What follows belongs to an exercise in optimizing a design on an open flow for small area and a short achievable clock period; a production flow would make more cautious choices.
At most, simulation tests tie the RTL to the original design; equivalence was not proved.
No activity file was given, so power comes from the tool's default toggle rates.

// IEEE754_AdderSubtract
module IEEE754_AdderSubtract
(
	input clock,
	input resetn,
	input [31:0] a,
	input [31:0] b,
	output [31:0] y
);
Size in the first run: about 1300 cells after synthesis.
Settings: LEC_CHECK=0, ABC_AREA=1, CAP_MARGIN=20, CORE_MARGIN=2, CORE_UTILIZATION=60, CTS_BUF_LIST=sky130_fd_sc_hd__clkbuf_8, GPL_TIMING_DRIVEN=0, SLEW_MARGIN=20; clock period 22.0 ns.
standard.sh (not shown) runs the stock make flow with config.mk's settings and CLKGATE_MAP_FILE= SYNTH_SCRIPT=/design/flow/synth_recipe.tcl, a recipe that flattens the netlist after the stock synthesis.
==> flow/flow/run.sh <==
#!/bin/bash
# The standard layout, with two changes to how it is made:
#  - the smallest plain buffer (buf_1) as the port buffer on every input and output;
#  - repair_timing aims for 15.0 ns of setup slack (the clock and constraints are unchanged).
set -euo pipefail
bash standard.sh finish "BUFFER_PORTS_ARGS=-buffer_cell sky130_fd_sc_hd__buf_1" SETUP_SLACK_MARGIN=15.0 > standard_flow.log 2>&1
The baseline produced a clean layout.
Then changed:
==> flow/flow/run.sh (replaced) <==
#!/bin/bash
# The standard layout, with two changes to how it is made:
#  - the smallest plain buffer (buf_1) as the port buffer on every input and output;
#  - repair_timing aims for 15.3 ns of setup slack (the clock and constraints are unchanged).
set -euo pipefail
bash standard.sh finish "BUFFER_PORTS_ARGS=-buffer_cell sky130_fd_sc_hd__buf_1" SETUP_SLACK_MARGIN=15.3 > standard_flow.log 2>&1
Effect: Power went up by a few percent. Critical path depth went down by 2. Routed wire length goes up slightly. Setup slack improves by 0.27 ns. Combinational power rose by a few percent. Count of clock-buffer cells in the layout stays the same. Cell area went up slightly. Die area stays the same. Global-route usage came out higher by 0.26 points.
Function was not checked in any run of this note: the RTL went through the layout flow alone.

The RTL this note starts from:
==> flow/design.v <==
module IEEE754_AdderSubtract
(
	input clock,
	input resetn,
	input [31:0] a,
	input [31:0] b,
	output [31:0] y
);
	wire [7:0]  ea = a[30:23];
	wire [7:0]  eb = b[30:23];
	wire [7:0]  d;                               
	wire        ge;                              
	bk_add #(8) u_dba (eb, ~ea, 1'b1, d, ge);
	wire        big = ge ? (|d[7:5]) : (~&d[7:5] | (d == 8'he0));
	reg         v1, sg1, sub1, ge1, big1;
	reg  [7:0]  eg1;
	reg  [4:0]  d1;
	reg  [22:0] ma1, mb1;
	always @(posedge clock) begin
		v1   <= resetn;
		sg1  <= ge ? b[31] : a[31];
		sub1 <= a[31] ^ b[31];
		ge1  <= ge;
		eg1  <= ge ? eb : ea;
		big1 <= big;
		d1   <= d[4:0];
		ma1  <= a[22:0];
		mb1  <= b[22:0];
	end
	wire [22:0] mg = ge1 ? mb1 : ma1;
	wire [23:0] mw = ge1 ? {1'b1, ma1} : {2'b01, mb1[22:1]};
	wire [4:0]  she = big1 ? {4'b1011, ge1} : (d1 ^ {5{~ge1}});
	wire [23:0] sm = mw >> she;
	wire [24:0] A = {2'b01, mg};
	wire [24:0] B = {1'b0, sm} ^ {25{sub1}};
	wire [24:0] p = A ^ B;
	wire [24:0] gc;                              
	wire [24:0] pc;                              
	wire        co;
	bk_prefix #(25, 16) u_pre (A & B, p, gc, pc, co);
	wire        neg = sub1 & ~co;
	wire [24:0] r = p ^ (gc | (pc & {25{co}})) ^ {25{neg}};
	wire        s = sg1 ^ neg;
	wire [4:0]  c;                               
	wire        nz;                              
	lzc32 u_lzc ({r, 7'b0}, c, nz);
	wire [24:0] n1 = c[4] ? {r[8:0], 16'b0} : r;
	wire [24:0] n2 = c[3] ? {n1[16:0], 8'b0} : n1;
	wire [24:0] n3 = c[2] ? {n2[20:0], 4'b0} : n2;
	wire [24:0] n4 = c[0] ? {n3[23:0], 1'b0} : n3;
	wire [7:0]  egp;
	bk_add #(8) u_inc (eg1, 8'd0, 1'b1, egp, );
	reg         s2;
	reg  [7:0]  egp2;
	reg  [4:0]  lz2;
	reg  [23:0] n42;
	always @(posedge clock) begin
		if (!resetn || !v1) begin
			s2   <= 1'b0;
			egp2 <= 8'd0;
			lz2  <= 5'd0;
			n42  <= 24'd0;
		end else begin
			s2   <= s;
			egp2 <= egp;
			lz2  <= {c[4:2], c[1] & nz, c[0]};   
			n42  <= n4[23:0];
		end
	end
	wire [23:0] n5 = lz2[1] ? {n42[21:0], 2'b0} : n42;
	wire [2:0]  ehd;
	wire [4:0]  elo;
	wire        nb;                              
	bk_add #(3, 2) u_dec (egp2[7:5], 3'b111, 1'b0, ehd, );
	bk_add #(5) u_exp (egp2[4:0], ~lz2, 1'b1, elo, nb);
	assign y = {s2, nb ? egp2[7:5] : ehd, elo, n5[23:1]};
endmodule
module bk_prefix #(parameter N = 8, parameter TOPD = 4)
(
	input  [N-1:0] g,
	input  [N-1:0] p,
	output [N-1:0] gc,
	output [N-1:0] pc,
	output         co
);
	reg [N-1:0] G, P, Gn, Pn;
	integer i, d;
	always @(*) begin
		G = g;
		P = p;
		for (d = 1; d < N; d = d * 2) begin
			Gn = G; Pn = P;
			for (i = 2*d-1; i < N; i = i + 2*d) begin
				Gn[i] = G[i] | (P[i] & G[i-d]);
				Pn[i] = P[i] & P[i-d];
			end
			G = Gn; P = Pn;
		end
		for (d = TOPD; d >= 1; d = d / 2) begin
			Gn = G; Pn = P;
			for (i = 3*d-1; i < N; i = i + 2*d) begin
				Gn[i] = G[i] | (P[i] & G[i-d]);
				Pn[i] = P[i] & P[i-d];
			end
			G = Gn; P = Pn;
		end
	end
	assign gc = {G[N-2:0], 1'b0};
	assign pc = {P[N-2:0], 1'b1};
	assign co = G[N-1];
endmodule
module bk_add #(parameter N = 8, parameter TOPD = 4)
(
	input  [N-1:0] x,
	input  [N-1:0] y,
	input          ci,
	output [N-1:0] s,
	output         co
);
	wire [N-1:0] p = x ^ y;
	wire [N-1:0] gc, pc;
	wire         c;
	bk_prefix #(N, TOPD) u_pre (x & y, p, gc, pc, c);
	assign s  = p ^ (gc | (pc & {N{ci}}));
	assign co = c | (&p & ci);
endmodule
module lzc32
(
	input  [31:0] x,
	output [4:0]  c,
	output        v
);
	wire [3:0] ch, cl;
	wire       vh, vl;
	lzc16 u_h (x[31:16], ch, vh);
	lzc16 u_l (x[15:0],  cl, vl);
	assign v = vh | vl;
	assign c = vh ? {1'b0, ch} : {1'b1, cl};
endmodule
module lzc16
(
	input  [15:0] x,
	output [3:0]  c,
	output        v
);
	wire [2:0] ch, cl;
	wire       vh, vl;
	lzc8 u_h (x[15:8], ch, vh);
	lzc8 u_l (x[7:0],  cl, vl);
	assign v = vh | vl;
	assign c = vh ? {1'b0, ch} : {1'b1, cl};
endmodule
module lzc8
(
	input  [7:0] x,
	output [2:0] c,
	output       v
);
	wire [1:0] ch, cl;
	wire       vh, vl;
	lzc4 u_h (x[7:4], ch, vh);
	lzc4 u_l (x[3:0], cl, vl);
	assign v = vh | vl;
	assign c = vh ? {1'b0, ch} : {1'b1, cl};
endmodule
module lzc4
(
	input  [3:0] x,
	output [1:0] c,
	output       v
);
	assign v = |x;
	assign c[1] = ~(x[3] | x[2]);
	assign c[0] = ~(x[3] | (~x[2] & x[1]));
endmodule
export LEC_CHECK = 0
export ABC_AREA = 1
export CAP_MARGIN = 20
export CORE_MARGIN = 2
export CORE_UTILIZATION = 60
export CTS_BUF_LIST = sky130_fd_sc_hd__clkbuf_8
export GPL_TIMING_DRIVEN = 0
export SLEW_MARGIN = 20
export TNS_END_PERCENT = 10
create_clock -name core_clock -period 22.0 [get_ports {clock}]
==> flow/flow/run.sh <==
#!/bin/bash
# The standard layout, with two changes to how it is made:
#  - the smallest plain buffer (buf_1) as the port buffer on every input and output;
#  - repair_timing aims for 15.6 ns of setup slack (the clock and constraints are unchanged).
set -euo pipefail
bash standard.sh finish "BUFFER_PORTS_ARGS=-buffer_cell sky130_fd_sc_hd__buf_1" SETUP_SLACK_MARGIN=15.6 > standard_flow.log 2>&1
The first run went through all stages and came out clean.
Then changed:
==> flow/flow/run.sh (replaced) <==
#!/bin/bash
# The standard layout, with two changes to how it is made:
#  - the smallest plain buffer (buf_1) as the port buffer on every input and output;
#  - repair_timing aims for 15.3 ns of setup slack (the clock and constraints are unchanged).
set -euo pipefail
bash standard.sh finish "BUFFER_PORTS_ARGS=-buffer_cell sky130_fd_sc_hd__buf_1" SETUP_SLACK_MARGIN=15.3 > standard_flow.log 2>&1
After rerunning: Count of clock-buffer cells in the layout decreases by 2; clock power decreases by 16%; wire length decreases by 0.56%; total power decreases by 4.2%; die area does not change; worst setup slack is worse by 56 ps; sequential power hardly moves; critical path depth does not change; final cell count decreases by 0.37%; final area decreases by 1.9%.

what the ideal ports hide:
In the flow no input, the clock included, has a driving cell. The finished layouts below were timed again as built, in two steps.
Step 1 sets driving cells, clkbuf_16 on the clock port and buf_2 on the other inputs (assumed; they add their load-dependent delay and slew).
Step 2 times the ports against the registers' clock, not the clock port: input delays grow and output delays shrink by t, the midpoint of the rising clock arrivals with the driver on.
Slacks: no drivers / after step 1 / after step 2; pairs: no drivers / after step 1.
run	shift t [ns]	setup slack, ns	latest minus earliest clock arrival (ns)	slew at the worst register clock pin (ns)
the first run of note 1	0.412	15.181 / 15.142 / 15.100	0.016 / 0.016	0.10 / 0.10
the second run of note 1	0.418	15.451 / 15.412 / 15.128	0.015 / 0.016	0.10 / 0.10
the first run of note 2	0.412	15.478 / 15.437 / 15.295	0.011 / 0.011	0.10 / 0.10
the second run of note 2	0.418	15.422 / 15.383 / 15.149	0.016 / 0.016	0.10 / 0.10
After both steps setup and hold are still met in every run listed. The setup slack of the second run of note 1, which loses most, moves by -0.039 ns with the drivers and by -0.323 ns with both steps.
